What follows belongs to an exercise in optimizing a design on an open flow for small area; a production flow would make more cautious choices.
Function was checked by simulation only, so behaviour that the tests miss may differ from the original.
The flow treats the clock pin as an ideal source, which a real chip does not have.

== JK ==
## wordle
module wordle(switch_input, clk, enter, SS1, SS2, SS3, SS4, LED1, LED2, LED3, LED4, LED5, LED6, LED7, LED8, LED9, LED0, reset, rst);
	input [9:0] switch_input;
	input clk, enter, reset;
	input rst;  
	output reg [6:0] SS1, SS2, SS3, SS4;
	output reg LED1, LED2, LED3, LED4;
	output reg LED7, LED8, LED9, LED0;
	output LED5, LED6;
	localparam S0 = 4'd0, S1 = 4'd1, S2 = 4'd2, S3 = 4'd3, S4 = 4'd4,
	           S5 = 4'd5, S6 = 4'd6, S7 = 4'd7, S8 = 4'd8, S9 = 4'd9;
	reg [3:0] state, next_state;
	reg [2:0] count;                 
	reg rpd;                         
	reg [6:0] P;                     
	reg Bd, Bdd;                     
	reg m1, m2, m3, m4;              
	reg [1:0] S;                     
	reg [1:0] wm;                    
	reg [4:0] cc;                    
	reg [22:0] fc;                   
	reg slow_clk;
	reg enter_old, reset_old, B;
	reg led56;
	assign LED5 = led56;
	assign LED6 = led56;
	reg [6:0] seg;
  ...
Size: ~0.0053 mm² of cells after synthesis.
clock: 10.0 ns
lec_check: 0
abc_area: 1
cap_margin: 20
core_margin: 2
core_utilization: 60
gpl_timing_driven: 0
place_density: 0.75
slew_margin: 20
standard.sh (not shown) runs the stock make flow with config.mk's settings and CLKGATE_MAP_FILE= SYNTH_SCRIPT=/design/flow/synth_recipe.tcl, a recipe that flattens the netlist after the stock synthesis.
==> flow/flow/run.sh <==
#!/bin/bash
# Layout flow: the standard flow (standard.sh) with a few changes that only
# affect how the layout is made:
#  - synthesis maps the logic with area-driven ABC scripts (area.abc, best of several
#    seeds) instead of ORFS's delay-biased abc_area.script; everything else in synthesis is the standard flow's own
#    script (synth_recipe.tcl), so the registers and their names are unchanged;
#  - port buffers use sky130_fd_sc_hd__buf_1;
#  - CTS uses smaller clock buffers and inserts no dummy loads;
#  - no adder extraction before ABC;
set -euo pipefail
W=$PWD
# area.abc holds one ABC script per line; each line becomes a script file, abc runs
# with each and the smallest mapping is kept (abc_best.tcl)
scripts=""
n=0
while IFS= read -r line; do
  [[ -z "$line" ]] && continue
  n=$((n + 1))
  printf '%s\n' "$line" > $W/area_$n.abc
  scripts="$scripts $W/area_$n.abc"
done < flow/area.abc
{
  printf 'set ::abc_best_scripts {%s}\n' "$scripts"
  cat flow/abc_best.tcl
  # no half/full-adder extraction: abc maps that logic better than fixed adder cells
  printf 'proc extract_fa {args} {}\n'
  cat synth_recipe.tcl
} > $W/area_synth.tcl
CTS="-sink_clustering_enable -repair_clock_nets -dont_use_dummy_load -root_buf sky130_fd_sc_hd__clkbuf_4 -buf_list sky130_fd_sc_hd__clkbuf_8"
if [[ -f flow/cts_args ]]; then CTS=$(cat flow/cts_args); fi
sed -e "s#SYNTH_SCRIPT=[^ ]*#SYNTH_SCRIPT=$W/area_synth.tcl#" \
    -e "s#\"\${@:-finish}\"#BUFFER_PORTS_ARGS='-buffer_cell sky130_fd_sc_hd__buf_1' CTS_ARGS='$CTS' POST_CTS_TCL=$W/flow/post_cts.tcl \"\${@:-finish}\"#" \
    standard.sh > $W/area_standard.sh
bash $W/area_standard.sh > $W/flow.log 2>&1
Other scripts of this flow, unchanged in this note and not shown: flow/flow/abc_best.tcl, flow/flow/area.abc, flow/flow/post_cts.tcl
Changes in MS relative to JK:
-- flow/design.v --
<<< JK, line 156
			state <= S0; next_state <= S0;
			count <= 3'd0;
			S <= 2'd0; cc <= 5'd0;
			fc <= 23'd0; slow_clk <= 1'b0;
			enter_old <= 1'b0; reset_old <= 1'b0; B <= 1'b0;
>>> MS, line 156
			state <= S0; next_state <= S0;
			count <= 3'd0;
			P <= 7'd0;
			S <= 2'd0; wm <= 2'd0; cc <= 5'd0;
			fc <= 23'd0; slow_clk <= 1'b0;
			enter_old <= 1'b0; reset_old <= 1'b0; B <= 1'b0;
<<< JK, line 170
			if (state == S0) cc <= cc_next;
			if (rp) S <= 2'd0;
			if (B & (state == S0))
				case (switch_input)
				10'b1000000000: S <= 2'd1;
>>> MS, line 171
			if (state == S0) cc <= cc_next;
			if (rp) S <= 2'd0;
			if (B & (state == S0)) begin
				case (switch_input)
				10'b1000000000: S <= 2'd1;
<<< JK, line 177
				default: ;
				endcase
			next_state <= ns;
			state <= next_state;
>>> MS, line 178
				default: ;
				endcase
				if (S != 2'd0) wm <= S;
			end
			if (B & ((state == S1) | (state == S2) | (state == S3) | (state == S4))) P <= seg;
			next_state <= ns;
			state <= next_state;
<<< JK, line 191
		if (B) begin
			case (state)
			S0: if (S != 2'd0) wm <= S;
			S1: begin P <= seg; m1 <= mnew; end
			S2: begin P <= seg; m2 <= mnew; end
			S3: begin P <= seg; m3 <= mnew; end
			S4: begin P <= seg; m4 <= mnew; end
			default: ;
			endcase
>>> MS, line 195
		if (B) begin
			case (state)
			S1: m1 <= mnew;
			S2: m2 <= mnew;
			S3: m3 <= mnew;
			S4: m4 <= mnew;
			default: ;
			endcase
[summary]
- Sequential cell area in the final layout is lower on MS
- MS against JK: synthesized area now smaller; met2 routing resource usage after global routing rose by 0.82 points; combined area of the multi-input logic cells moved up; wire length has decreased; setup slack went up.
- Between MS and JK, it is MS whose largest voltage drop on the vdd net is higher, by 39%.
- The final reports for MS and JK show filler-free cell count of the finished design higher in the former.

re-timing with driven ports:
Ports are ideal in the flow. The routed layouts listed here were re-timed in OpenROAD. Step 1, drivers: a clkbuf_16 drives clk and a buf_2 each remaining input, both assumed. Step 2, shift: input delay + t, output delay - t, t = (earliest + latest rising clock arrival at the registers) / 2. This alone moves slack from input paths to output paths. a / b / c = no drivers / after step 1 / after step 2; a / b = the first two.
| run | t, ns | setup WS [ns] | hold slack, ns |
|---|---|---|---|
| JK | 0.470 | 3.442 / 3.442 / 3.442 | 0.342 / 0.342 / 0.342 |
| MS | 0.458 | 3.602 / 3.614 / 3.156 | 0.359 / 0.359 / 0.359 |
After both steps setup and hold are still met in every run listed. The setup slack of MS, which loses most, moves by +0.012 ns with the drivers and by -0.446 ns with both steps.
